Source: an optimization exercise on an open RTL-to-GDS flow (aim: small area, a short achievable clock period and few clock cycles per item). Production flows keep margins and buffers that such runs may drop.
The RTL was checked by simulation tests, not by an equivalence proof against the original design.
Power figures rest on the tool's default switching activity, not on a simulated workload.

Setup of job 104:
==> flow/design.v <==
module task3 (
    input  wire        clk,
    input  wire        rst,
    input  wire [2:0]  opcode,
    input  wire [7:0]  in2,
    input  wire [7:0]  in1,
    input  wire [7:0]  in0,
    output wire [23:0] result,
    output wire        done
);
    wire [7:0] a = in2, b = in1, c = in0;
    reg  [23:0] S, C;         
    reg  [7:0]  ar, yr;       
    reg  [10:0] xr;           
    reg  [1:0]  ph;           
    wire acc = (ph == 2'd0);
    assign done   = acc;
    wire [23:0] P = S + C;
    assign result = P;
    wire is0 = opcode == 3'd0, is1 = opcode == 3'd1, is2 = opcode == 3'd2, is3 = opcode == 3'd3;
    wire is4 = opcode == 3'd4, is5 = opcode == 3'd5, is6 = opcode == 3'd6, is7 = opcode == 3'd7;
    wire [23:0] bz = {16'd0, b};
    wire [23:0] cz = {16'd0, c};
    wire [23:0] bs = {{16{b[7]}}, b};
    wire [23:0] cs = {{16{c[7]}}, c};
    wire [23:0] shr = $signed(cs) >>> b;
    wire [1:0]  s7 = {1'b0, a[7]} + {1'b0, b[7]} + {1'b0, c[7]};
    wire nomul = acc & (is0 | is1 | is3);
    reg [15:0] X;
    reg [7:0]  Y;
    reg [23:0] F1, F2;
    reg        k1, k13;
    always @(*) begin
        X = 16'd0; Y = 8'd0; F1 = 24'd0; F2 = 24'd0; k1 = 1'b0; k13 = 1'b0;
        case (ph)
            2'd0: begin
                Y = is5 ? c : is6 ? 8'd1 : b;
                if (is0) begin F1 = bz;  F2 = cz; end
                if (is1) begin F1 = ~bz; F2 = cz; k1 = 1'b1; end
                if (is2) begin X = cs[15:0]; F2 = {17'd0, b[7], 6'd0}; end
                if (is3) F1 = shr;
                if (is4) begin X = bs[15:0]; F2 = {17'd0, b[7], 6'd0}; end
                if (is5) begin X = cs[15:0]; F2 = {17'd0, c[7], 6'd0}; end
                if (is6) begin X = cs[15:0]; F1 = bs; F2 = {{16{a[7]}}, a}; end
                if (is7) begin X = ~{bs[13:0], 2'b00}; F1 = {bs[21:0], 2'b00};
                               F2 = {16'd0, s7, 6'd0}; k13 = 1'b1; end
            end
            2'd1: begin X = P[15:0]; Y = yr; F2 = {17'd0, yr[7], 6'd0}; end
            default: begin X = {{5{xr[10]}}, xr}; Y = yr; F1 = S; F2 = C; end
        endcase
    end
    wire [16:0] xe = {X[15], X};
    wire [8:0]  yb = {Y, 1'b0};
    wire [16:0] v0, v1, v2, v3;
    wire [3:0]  ng;
    genvar j;
    generate for (j = 0; j < 4; j = j + 1) begin : bth
        wire y2 = yb[2*j+2], y1 = yb[2*j+1], y0 = yb[2*j];
        wire one = y1 ^ y0;
        wire two = (y2 & ~y1 & ~y0) | (~y2 & y1 & y0);
        wire [16:0] sel = ({17{one}} & xe) | ({17{two}} & {xe[15:0], 1'b0});
        wire n = (j == 3) ? y2 & ~nomul : y2;
        wire [16:0] v = sel ^ {17{n}};
        assign ng[j] = n;
        if (j == 0) assign v0 = v;
        if (j == 1) assign v1 = v;
        if (j == 2) assign v2 = v;
        if (j == 3) assign v3 = v;
    end endgenerate
    wire [23:0] B0 = {5'd0, ~v0[16], v0[16], v0[16], v0[15:0]};
    wire [23:0] B1 = {3'd0, 1'b1, ~v1[16], v1[15:0], 1'b0, ng[0]};
    wire [23:0] B2 = {1'd0, 1'b1, ~v2[16], v2[15:0], 1'b0, ng[1], 1'b0, k1};
    wire [23:0] B3 = {1'b1, ~v3[16], v3[15:0], 1'b0, ng[2], k13, k13, 1'b0, k13};
    function [47:0] csa(input [23:0] x, input [23:0] y, input [23:0] z);
        csa = {x ^ y ^ z, ((x & y) | (x & z) | (y & z)) << 1};
    endfunction
    wire [23:0] s1, c1, s2, c2, s3, c3, s4, c4;
    assign {s1, c1} = csa(B0, B1, B2);
    assign {s2, c2} = csa(B3, F1, F2);
    assign {s3, c3} = csa(s1, c1, s2);
    assign {s4, c4} = csa(s3, c3, c2);
    always @(posedge clk) begin
        S <= s4;
        C <= c4;
        ar <= a;
        if (ph == 2'd2) begin
            yr <= ar;
            xr <= {ar[7], ar[7], ar[7], ar} * 11'sd5 + 11'sd8;
        end else begin
            yr <= c;
            xr <= {c[7], c[7], c[7], c} * 11'sd6 - 11'sd2;
        end
        if (rst) ph <= 2'd0;
        else case (ph)
            2'd0: ph <= is5 ? 2'd1 : is7 ? 2'd2 : 2'd0;
            2'd2: ph <= 2'd3;
            default: ph <= 2'd0;
        endcase
    end
endmodule
export LEC_CHECK = 0
export ABC_AREA = 1
export CAP_MARGIN = 20
export CORE_MARGIN = 2
export CORE_UTILIZATION = 40
export CTS_BUF_LIST = sky130_fd_sc_hd__clkbuf_4 sky130_fd_sc_hd__clkbuf_8
export SETUP_SLACK_MARGIN = 5
export SLEW_MARGIN = 20
export TNS_END_PERCENT = 100
create_clock -name core_clock -period 11.0 [get_ports {clk}]
standard.sh (not shown) runs the stock make flow with config.mk's settings and CLKGATE_MAP_FILE= SYNTH_SCRIPT=/design/flow/synth_recipe.tcl, a recipe that flattens the netlist after the stock synthesis.
==> flow/flow/run.sh <==
#!/bin/bash
# Standard layout with port buffers of a faster cell and the timing repair
# aimed at a tighter setup margin. The make output goes to standard.log;
# each ORFS step's full log stays under orfs/logs.
set -o pipefail
bash standard.sh "BUFFER_PORTS_ARGS=-buffer_cell sky130_fd_sc_hd__buf_1" SETUP_SLACK_MARGIN=5.5 TNS_END_PERCENT=100 finish > standard.log 2>&1
Job 104: PASS, flow complete, no timing, DRC or antenna violations
Testbench counts of job 104, summed over its fixed seeds: cycles 219,878, ops 160,000.
What job 102 does differently from job 104 at the input level:
--- a/flow/design.v
+++ b/flow/design.v
@@ -37,9 +37,9 @@
                 Y = is5 ? c : is6 ? 8'd1 : b;
                 if (is0) begin F1 = bz;  F2 = cz; end
                 if (is1) begin F1 = ~bz; F2 = cz; k1 = 1'b1; end
                 if (is2) begin X = cs[15:0]; F2 = {17'd0, b[7], 6'd0}; end
-                if (is3) F1 = shr;
+                if (is3) F2 = shr;
                 if (is4) begin X = bs[15:0]; F2 = {17'd0, b[7], 6'd0}; end
                 if (is5) begin X = cs[15:0]; F2 = {17'd0, c[7], 6'd0}; end
                 if (is6) begin X = cs[15:0]; F1 = bs; F2 = {{16{a[7]}}, a}; end
                 if (is7) begin X = ~{bs[13:0], 2'b00}; F1 = {bs[21:0], 2'b00};
==> comparison <==
- Of job 104 and job 102, job 104 shows the lower worst setup slack, with job 102 above it.
- Job 102 vs job 104 — via count of the routed design dropped about 2.8%.
- Portion of total power attributed to combinational logic ends up higher on job 102.
- The final reports for job 102 and job 104 show final non-filler cell area lower in the former.
- Job 102 against job 104: routed wire length went down, total power went down, die area went down, compound-gate portion of the synthesized area went down.
- Looking only at adder and majority cell fraction of the synthesized area, and setting everything else aside, the higher value of job 104 and job 102 goes to job 102.
- Slack of the worst reg-to-reg path on job 102 is ahead of job 104.
Testbench counts of job 102, summed over its fixed seeds: cycles 219,878, ops 160,000.

========
RTL: the design.v shown in full above, as it stands there.
==> flow/config.mk <==
export PLATFORM = sky130hd
export DESIGN_NAME = task3
export DESIGN_NICKNAME = task3
export VERILOG_FILES = /design/flow/design.v
export SDC_FILE = /design/flow/constraint.sdc
export NUM_CORES = 4
export LEC_CHECK = 0
export ABC_AREA = 1
export CAP_MARGIN = 20
export CORE_MARGIN = 2
export CORE_UTILIZATION = 40
export SETUP_SLACK_MARGIN = 5
export SLEW_MARGIN = 20
export TNS_END_PERCENT = 100
==> flow/constraint.sdc <==
create_clock -name core_clock -period 11.0 [get_ports {clk}]
set_input_delay 2.2000 -clock core_clock [delete_from_list [all_inputs] [get_ports {clk}]]
set_output_delay 2.2000 -clock core_clock [all_outputs]
set_load 0.01 [all_outputs]
Scripts as last shown in full above: flow/flow/run.sh
The first run completed without violations.
Testbench counts at the start, summed over its fixed seeds: cycles 219,878, ops 160,000.
Rerun with:
--- a/flow/design.v
+++ b/flow/design.v
@@ -39,11 +39,11 @@
                 if (is1) begin F1 = ~bz; F2 = cz; k1 = 1'b1; end
                 if (is2) begin X = cs[15:0]; F2 = {17'd0, b[7], 6'd0}; end
                 if (is3) F1 = shr;
                 if (is4) begin X = bs[15:0]; F2 = {17'd0, b[7], 6'd0}; end
                 if (is5) begin X = cs[15:0]; F2 = {17'd0, c[7], 6'd0}; end
-                if (is6) begin X = cs[15:0]; F1 = bs; F2 = {{16{a[7]}}, a}; end
+                if (is6) begin X = {{8{a[7]}}, a}; F1 = bs; F2 = cs; end
                 if (is7) begin X = ~{bs[13:0], 2'b00}; F1 = {bs[21:0], 2'b00};
                                F2 = {16'd0, s7, 6'd0}; k13 = 1'b1; end
             end
             2'd1: begin X = P[15:0]; Y = yr; F2 = {17'd0, yr[7], 6'd0}; end
             default: begin X = {{5{xr[10]}}, xr}; Y = yr; F1 = S; F2 = C; end
Result:
- clock-buffer cell count is lower by 2
- final area increases slightly
- final cell count came out higher by a few percent
- clock power increases by a few percent
- die area rises slightly
- setup slack got worse by 0.045 ns
- sequential power hardly moves
- synthesized cell count is higher by a few percent
- routed wire length went up by a few percent
- via count climbs by a few percent
- maximum frequency fell slightly
- utilization climbs by 0.53 points
- worst hold slack stays flat
- area after synthesis rises slightly
Testbench counts after the change, summed over its fixed seeds: cycles 219,878, ops 160,000.

========
before:
RTL: one of the versions met above, not the one the previous note started from.
Size in the first run: ~75 flip-flops, roughly 54 I/O pins, about 9000 um^2 of cells after synthesis.
==> module task3, before the edit <==
module task3 (
    input  wire        clk,
    input  wire        rst,
    input  wire [2:0]  opcode,
    input  wire [7:0]  in2,
    input  wire [7:0]  in1,
    input  wire [7:0]  in0,
    output wire [23:0] result,
    output wire        done
);
    wire [7:0] a = in2, b = in1, c = in0;
    reg  [23:0] S, C;         
    reg  [7:0]  ar, yr;       
    reg  [10:0] xr;           
    reg  [1:0]  ph;           
    wire acc = (ph == 2'd0);
    assign done   = acc;
    wire [23:0] P = S + C;
    assign result = P;
    wire is0 = opcode == 3'd0, is1 = opcode == 3'd1, is2 = opcode == 3'd2, is3 = opcode == 3'd3;
    wire is4 = opcode == 3'd4, is5 = opcode == 3'd5, is6 = opcode == 3'd6, is7 = opcode == 3'd7;
    wire [23:0] bz = {16'd0, b};
    wire [23:0] cz = {16'd0, c};
    wire [23:0] bs = {{16{b[7]}}, b};
    wire [23:0] cs = {{16{c[7]}}, c};
    wire [23:0] shr = $signed(cs) >>> b;
    wire [1:0]  s7 = {1'b0, a[7]} + {1'b0, b[7]} + {1'b0, c[7]};
    wire nomul = acc & (is0 | is1 | is3);
    reg [15:0] X;
    reg [7:0]  Y;
    reg [23:0] F1, F2;
    reg        k1, k13;
    always @(*) begin
        X = 16'd0; Y = 8'd0; F1 = 24'd0; F2 = 24'd0; k1 = 1'b0; k13 = 1'b0;
        case (ph)
            2'd0: begin
                Y = is5 ? c : is6 ? 8'd1 : b;
                if (is0) begin F1 = bz;  F2 = cz; end
                if (is1) begin F1 = ~bz; F2 = cz; k1 = 1'b1; end
                if (is2) begin X = cs[15:0]; F2 = {17'd0, b[7], 6'd0}; end
                if (is3) F1 = shr;
                if (is4) begin X = bs[15:0]; F2 = {17'd0, b[7], 6'd0}; end
                if (is5) begin X = cs[15:0]; F2 = {17'd0, c[7], 6'd0}; end
                if (is6) begin X = {{8{a[7]}}, a}; F1 = bs; F2 = cs; end
                if (is7) begin X = ~{bs[13:0], 2'b00}; F1 = {bs[21:0], 2'b00};
                               F2 = {16'd0, s7, 6'd0}; k13 = 1'b1; end
            end
            2'd1: begin X = P[15:0]; Y = yr; F2 = {17'd0, yr[7], 6'd0}; end
            default: begin X = {{5{xr[10]}}, xr}; Y = yr; F1 = S; F2 = C; end
        endcase
    end
    wire [16:0] xe = {X[15], X};
    wire [8:0]  yb = {Y, 1'b0};
    wire [16:0] v0, v1, v2, v3;
    wire [3:0]  ng;
    genvar j;
    generate for (j = 0; j < 4; j = j + 1) begin : bth
        wire y2 = yb[2*j+2], y1 = yb[2*j+1], y0 = yb[2*j];
        wire one = y1 ^ y0;
        wire two = (y2 & ~y1 & ~y0) | (~y2 & y1 & y0);
        wire [16:0] sel = ({17{one}} & xe) | ({17{two}} & {xe[15:0], 1'b0});
        wire n = (j == 3) ? y2 & ~nomul : y2;
        wire [16:0] v = sel ^ {17{n}};
        assign ng[j] = n;
        if (j == 0) assign v0 = v;
        if (j == 1) assign v1 = v;
        if (j == 2) assign v2 = v;
        if (j == 3) assign v3 = v;
    end endgenerate
    wire [23:0] B0 = {5'd0, ~v0[16], v0[16], v0[16], v0[15:0]};
    wire [23:0] B1 = {3'd0, 1'b1, ~v1[16], v1[15:0], 1'b0, ng[0]};
    wire [23:0] B2 = {1'd0, 1'b1, ~v2[16], v2[15:0], 1'b0, ng[1], 1'b0, k1};
    wire [23:0] B3 = {1'b1, ~v3[16], v3[15:0], 1'b0, ng[2], k13, k13, 1'b0, k13};
    function [47:0] csa(input [23:0] x, input [23:0] y, input [23:0] z);
        csa = {x ^ y ^ z, ((x & y) | (x & z) | (y & z)) << 1};
    endfunction
    wire [23:0] s1, c1, s2, c2, s3, c3, s4, c4;
    assign {s1, c1} = csa(B0, B1, B2);
    assign {s2, c2} = csa(B3, F1, F2);
    assign {s3, c3} = csa(s1, c1, s2);
    assign {s4, c4} = csa(s3, c3, c2);
    always @(posedge clk) begin
        S <= s4;
        C <= c4;
        ar <= a;
        if (ph == 2'd2) begin
            yr <= ar;
            xr <= {ar[7], ar[7], ar[7], ar} * 11'sd5 + 11'sd8;
        end else begin
            yr <= c;
            xr <= {c[7], c[7], c[7], c} * 11'sd6 - 11'sd2;
        end
        if (rst) ph <= 2'd0;
        else case (ph)
            2'd0: ph <= is5 ? 2'd1 : is7 ? 2'd2 : 2'd0;
            2'd2: ph <= 2'd3;
            default: ph <= 2'd0;
        endcase
    end
endmodule
Settings: LEC_CHECK=0, ABC_AREA=1, CAP_MARGIN=20, CORE_MARGIN=2, CORE_UTILIZATION=40, SETUP_SLACK_MARGIN=5, SLEW_MARGIN=20, TNS_END_PERCENT=100; clock period 11.0 ns.
==> flow/flow/run.sh <==
#!/bin/bash
# Standard layout with port buffers of a faster cell and the timing repair
# aimed at a tighter setup margin. The make output goes to standard.log;
# each ORFS step's full log stays under orfs/logs.
set -o pipefail
bash standard.sh "BUFFER_PORTS_ARGS=-buffer_cell sky130_fd_sc_hd__buf_4" SETUP_SLACK_MARGIN=5 TNS_END_PERCENT=100 finish > standard.log 2>&1
Testbench counts of before, summed over its fixed seeds: cycles 219,878, ops 160,000.
The inputs of after differ from those of before as listed below.
--- a/flow/design.v
+++ b/flow/design.v
@@ -25,7 +25,6 @@
     wire [23:0] cs = {{16{c[7]}}, c};
     wire [23:0] shr = $signed(cs) >>> b;
     wire [1:0]  s7 = {1'b0, a[7]} + {1'b0, b[7]} + {1'b0, c[7]};
-    wire nomul = acc & (is0 | is1 | is3);
     reg [15:0] X;
     reg [7:0]  Y;
     reg [23:0] F1, F2;
@@ -34,15 +33,14 @@
         X = 16'd0; Y = 8'd0; F1 = 24'd0; F2 = 24'd0; k1 = 1'b0; k13 = 1'b0;
         case (ph)
             2'd0: begin
-                Y = is5 ? c : is6 ? 8'd1 : b;
                 if (is0) begin F1 = bz;  F2 = cz; end
                 if (is1) begin F1 = ~bz; F2 = cz; k1 = 1'b1; end
-                if (is2) begin X = cs[15:0]; F2 = {17'd0, b[7], 6'd0}; end
+                if (is2) begin X = cs[15:0]; Y = b; F2 = {17'd0, b[7], 6'd0}; end
                 if (is3) F1 = shr;
-                if (is4) begin X = bs[15:0]; F2 = {17'd0, b[7], 6'd0}; end
-                if (is5) begin X = cs[15:0]; F2 = {17'd0, c[7], 6'd0}; end
-                if (is6) begin X = {{8{a[7]}}, a}; F1 = bs; F2 = cs; end
-                if (is7) begin X = ~{bs[13:0], 2'b00}; F1 = {bs[21:0], 2'b00};
+                if (is4) begin X = bs[15:0]; Y = b; F2 = {17'd0, b[7], 6'd0}; end
+                if (is5) begin X = cs[15:0]; Y = c; F2 = {17'd0, c[7], 6'd0}; end
+                if (is6) begin X = {{8{a[7]}}, a}; Y = 8'd1; F1 = bs; F2 = cs; end
+                if (is7) begin X = ~{bs[13:0], 2'b00}; Y = b; F1 = {bs[21:0], 2'b00};
                                F2 = {16'd0, s7, 6'd0}; k13 = 1'b1; end
             end
             2'd1: begin X = P[15:0]; Y = yr; F2 = {17'd0, yr[7], 6'd0}; end
@@ -59,9 +57,8 @@
         wire one = y1 ^ y0;
         wire two = (y2 & ~y1 & ~y0) | (~y2 & y1 & y0);
         wire [16:0] sel = ({17{one}} & xe) | ({17{two}} & {xe[15:0], 1'b0});
-        wire n = (j == 3) ? y2 & ~nomul : y2;
-        wire [16:0] v = sel ^ {17{n}};
-        assign ng[j] = n;
+        wire [16:0] v = sel ^ {17{y2}};
+        assign ng[j] = y2;
         if (j == 0) assign v0 = v;
         if (j == 1) assign v1 = v;
         if (j == 2) assign v2 = v;
==> run summary <==
after: PASS, flow complete, no timing, DRC or antenna violations. Between after and before, it is after whose pin count of the biggest net entering global routing is higher, by 27. Combinational share of power was higher in the run labelled after. The peak per-stage delay on the critical path of after exceeds that of before by 20 ps. There was hardly any difference in non-filler instance count after layout between after and before. before → after: area share of xor/xnor cells in the synthesized design was more or less identical; share of cell area taken by flip-flops and latches shows no meaningful change. Going from before to after, number of non-clock inverters grew slightly. Diff before -> after | number of setup buffers added after CTS | increase of 2.
Testbench counts of after, summed over its fixed seeds: cycles 219,878, ops 160,000.

what the ideal ports hide:
Ports are ideal in the flow. The routed layouts listed here were re-timed in OpenROAD.
Step 1: set_driving_cell puts a clkbuf_16 on clk and a buf_2 on each other input, an assumption about the parent block.
Step 2 moves the port delays by t, midway between the first and last clock arrival at a register: inputs arrive t later, outputs are due t later. That takes back most of the time a late clock gives input paths.
Slacks: no drivers / after step 1 / after step 2; pairs: no drivers / after step 1.
| run | t (ns) | slack for setup (ns) | hold WS [ns] | worst setup path after step 2 |
|---|---|---|---|---|
| job 104 | 0.416 | 5.638 / 5.659 / 5.243 | 0.479 / 0.479 / 0.479 | input to register |
| job 102 | 0.430 | 5.652 / 5.668 / 5.238 | 0.471 / 0.471 / 0.471 | input to register |
| the first run of note 2 | 0.395 | 5.637 / 5.662 / 5.267 | 0.473 / 0.473 / 0.473 | input to register |
| the second run of note 2 | 0.403 | 5.593 / 5.617 / 5.214 | 0.473 / 0.473 / 0.473 | input to register |
| before | 0.389 | 5.162 / 5.180 / 4.792 | 0.471 / 0.471 / 0.471 | input to register |
| after | 0.395 | 5.223 / 5.247 / 4.852 | 0.478 / 0.478 / 0.478 | input to register |
After both steps setup and hold are still met in every run listed. For job 102, which loses most, drivers alone change the setup slack by +0.016 ns; drivers and shift together by -0.414 ns.
